From an optimization exercise on the open Yosys and OpenROAD flow, aimed at small area, a short achievable clock period and few clock cycles; shortcuts taken in it are not production practice. Only simulation tests tie the RTL to the original design; equivalence was not proved. Power is estimated from default activity; no workload was simulated.

==> 03-01 <==
## Conv
module Conv(
  clk,
  rst_n,
  image_valid,
  filter_valid,
  in_data,
  out_valid,
  out_data
);
input clk,rst_n,image_valid,filter_valid;
input [2:0] in_data;
output [8:0] out_data;
output logic out_valid;
function automatic [5:0] m3(input [2:0] a, input [2:0] b);
  case ({a, b})
    6'd0: m3 = 6'd0;
    6'd1: m3 = 6'd0;
    6'd2: m3 = 6'd0;
    6'd3: m3 = 6'd0;
    6'd4: m3 = 6'd0;
    6'd5: m3 = 6'd0;
    6'd6: m3 = 6'd0;
    6'd7: m3 = 6'd0;
    6'd8: m3 = 6'd0;
    6'd9: m3 = 6'd1;
    6'd10: m3 = 6'd2;
    6'd11: m3 = 6'd3;
    6'd12: m3 = 6'd4;
    6'd13: m3 = 6'd5;
    6'd14: m3 = 6'd6;
    6'd15: m3 = 6'd7;
    6'd16: m3 = 6'd0;
    6'd17: m3 = 6'd2;
    6'd18: m3 = 6'd4;
    6'd19: m3 = 6'd6;
    6'd20: m3 = 6'd8;
    6'd21: m3 = 6'd10;
    6'd22: m3 = 6'd12;
    6'd23: m3 = 6'd14;
    6'd24: m3 = 6'd0;
    6'd25: m3 = 6'd3;
    6'd26: m3 = 6'd6;
    6'd27: m3 = 6'd9;
    6'd28: m3 = 6'd12;
    6'd29: m3 = 6'd15;
    6'd30: m3 = 6'd18;
    6'd31: m3 = 6'd21;
    6'd32: m3 = 6'd0;
    6'd33: m3 = 6'd4;
    6'd34: m3 = 6'd8;
    6'd35: m3 = 6'd12;
    6'd36: m3 = 6'd16;
    6'd37: m3 = 6'd20;
    6'd38: m3 = 6'd24;
    6'd39: m3 = 6'd28;
    6'd40: m3 = 6'd0;
    6'd41: m3 = 6'd5;
    6'd42: m3 = 6'd10;
    6'd43: m3 = 6'd15;
    6'd44: m3 = 6'd20;
    6'd45: m3 = 6'd25;
    6'd46: m3 = 6'd30;
    6'd47: m3 = 6'd35;
    6'd48: m3 = 6'd0;
    6'd49: m3 = 6'd6;
    6'd50: m3 = 6'd12;
    6'd51: m3 = 6'd18;
    6'd52: m3 = 6'd24;
    6'd53: m3 = 6'd30;
  ...
==> flow/config.mk <==
export PLATFORM = sky130hd
export DESIGN_NAME = Conv
export DESIGN_NICKNAME = Conv
export VERILOG_FILES = /design/flow/design.v
export SDC_FILE = /design/flow/constraint.sdc
export NUM_CORES = 4
export LEC_CHECK = 0
export CAP_MARGIN = 20
export CORE_MARGIN = 2
export CORE_UTILIZATION = 70
export CTS_BUF_LIST = sky130_fd_sc_hd__clkbuf_8
export CTS_CLUSTER_DIAMETER = 100
export CTS_CLUSTER_SIZE = 40
export SETUP_SLACK_MARGIN = 3.5
export SLEW_MARGIN = 20
==> flow/constraint.sdc <==
create_clock -name core_clock -period 6.0 [get_ports {clk}]
set_input_delay 1.2000 -clock core_clock [delete_from_list [all_inputs] [get_ports {clk}]]
set_output_delay 1.2000 -clock core_clock [all_outputs]
set_load 0.01 [all_outputs]
run.sh (not shown) runs the stock make flow with config.mk's settings and CLKGATE_MAP_FILE= SYNTH_SCRIPT=/design/flow/synth_recipe.tcl, a recipe that flattens the netlist after the stock synthesis.
==> inputs of 02-17, as changes to 03-01 <==
--- a/flow/design.v
+++ b/flow/design.v
@@ -325,13 +325,13 @@
     for (int k = 1; k < 16; k++) q[k] <= q[k-1];
     U1_s <= u1_a;
     U1_c <= u1_b;
     U2_s <= u2_a;
     U2_c <= u2_b;
+    S_s <= s_a;
+    S_c <= s_b;
   end
-  S_s <= s_a;
-  S_c <= s_b;
   Z <= m3(f[8], in_data);
   C <= csum;
   codd  <= ~cc[0];
   first <= ~rodd & cc[0];
   last  <= rodd & ~cc[0];
==> inputs of 05-12, as changes to 03-01 <==
--- a/flow/design.v
+++ b/flow/design.v
@@ -325,13 +325,13 @@
     for (int k = 1; k < 16; k++) q[k] <= q[k-1];
     U1_s <= u1_a;
     U1_c <= u1_b;
     U2_s <= u2_a;
     U2_c <= u2_b;
+    S_s <= s_a;
+    S_c <= s_b;
   end
-  S_s <= s_a;
-  S_c <= s_b;
   Z <= m3(f[8], in_data);
   C <= csum;
   codd  <= ~cc[0];
   first <= ~rodd & cc[0];
   last  <= rodd & ~cc[0];
- CORE_UTILIZATION: 70 -> 75
- CTS_BUF_LIST: sky130_fd_sc_hd__clkbuf_8 -> sky130_fd_sc_hd__clkbuf_4 sky130_fd_sc_hd__clkbuf_8
- CTS_CLUSTER_DIAMETER: 100 -> 50
- CTS_CLUSTER_SIZE: 40 -> 20
==> run notes <==
item                                                          05-12         03-01         02-17
Std-Cell Core Area                                     0.01127 mm^2  0.01156 mm^2  0.01201 mm^2
Die Outline Area                                       0.01231 mm^2  0.01285 mm^2  0.01316 mm^2
Height of the die                                          111.0 um      113.4 um      114.7 um
Worst hold margin                                         0.3683 ns     0.3547 ns     0.3678 ns
Proportion of cell area occupied by multi-input gates        37.03%        37.20%        36.98%
Worst path max stage delay                                  0.50 ns       0.49 ns       0.47 ns
Run status                         no timing/DRC/antenna violations  no timing/DRC/antenna violations  no timing/DRC/antenna violations
Fin Clk Skew                                             0.01180 ns    0.01160 ns    0.01050 ns
Final wirelength                                           14760 um      14190 um      14950 um
# Post-CTS Setup Buffers                                          1             0             0
Cells after DPL                                                 825           823           829
Initial Utilization                                          76.12%        72.41%        71.44%
Combinational Power Share                                     34.7%         32.3%         34.3%
Testbench counts of 03-01, summed over its fixed seeds: cycles 9,600.
Testbench counts of 02-17, summed over its fixed seeds: cycles 9,600.
Testbench counts of 05-12, summed over its fixed seeds: cycles 9,600.

[static timing again, ports no longer ideal]
Ports are ideal in the flow. The routed layouts listed here were re-timed in OpenROAD.
Step 1: set_driving_cell puts a clkbuf_16 on clk and a buf_2 on each other input, an assumption about the parent block.
Step 2 times the ports against the registers' clock, not the clock port: input delays grow and output delays shrink by t, the midpoint of the rising clock arrivals with the driver on.
a / b / c = ideal / step 1 / step 2; a / b = the first two.
run | t (ns) | slack for setup (ns) | worst setup path after step 2 | latest minus earliest clock arrival (ns) | worst register clock-pin slew, ns
03-01 | 0.486 | 3.588 / 3.567 / 3.137 | input to register | 0.013 / 0.013 | 0.09 / 0.09
02-17 | 0.512 | 3.586 / 3.558 / 3.183 | input to register | 0.011 / 0.011 | 0.09 / 0.09
05-12 | 0.484 | 3.563 / 3.563 / 3.238 | input to register | 0.013 / 0.013 | 0.09 / 0.09
After both steps setup and hold are still met in every run listed. The setup slack of 03-01, which loses most, moves by -0.021 ns with the drivers and by -0.451 ns with both steps.
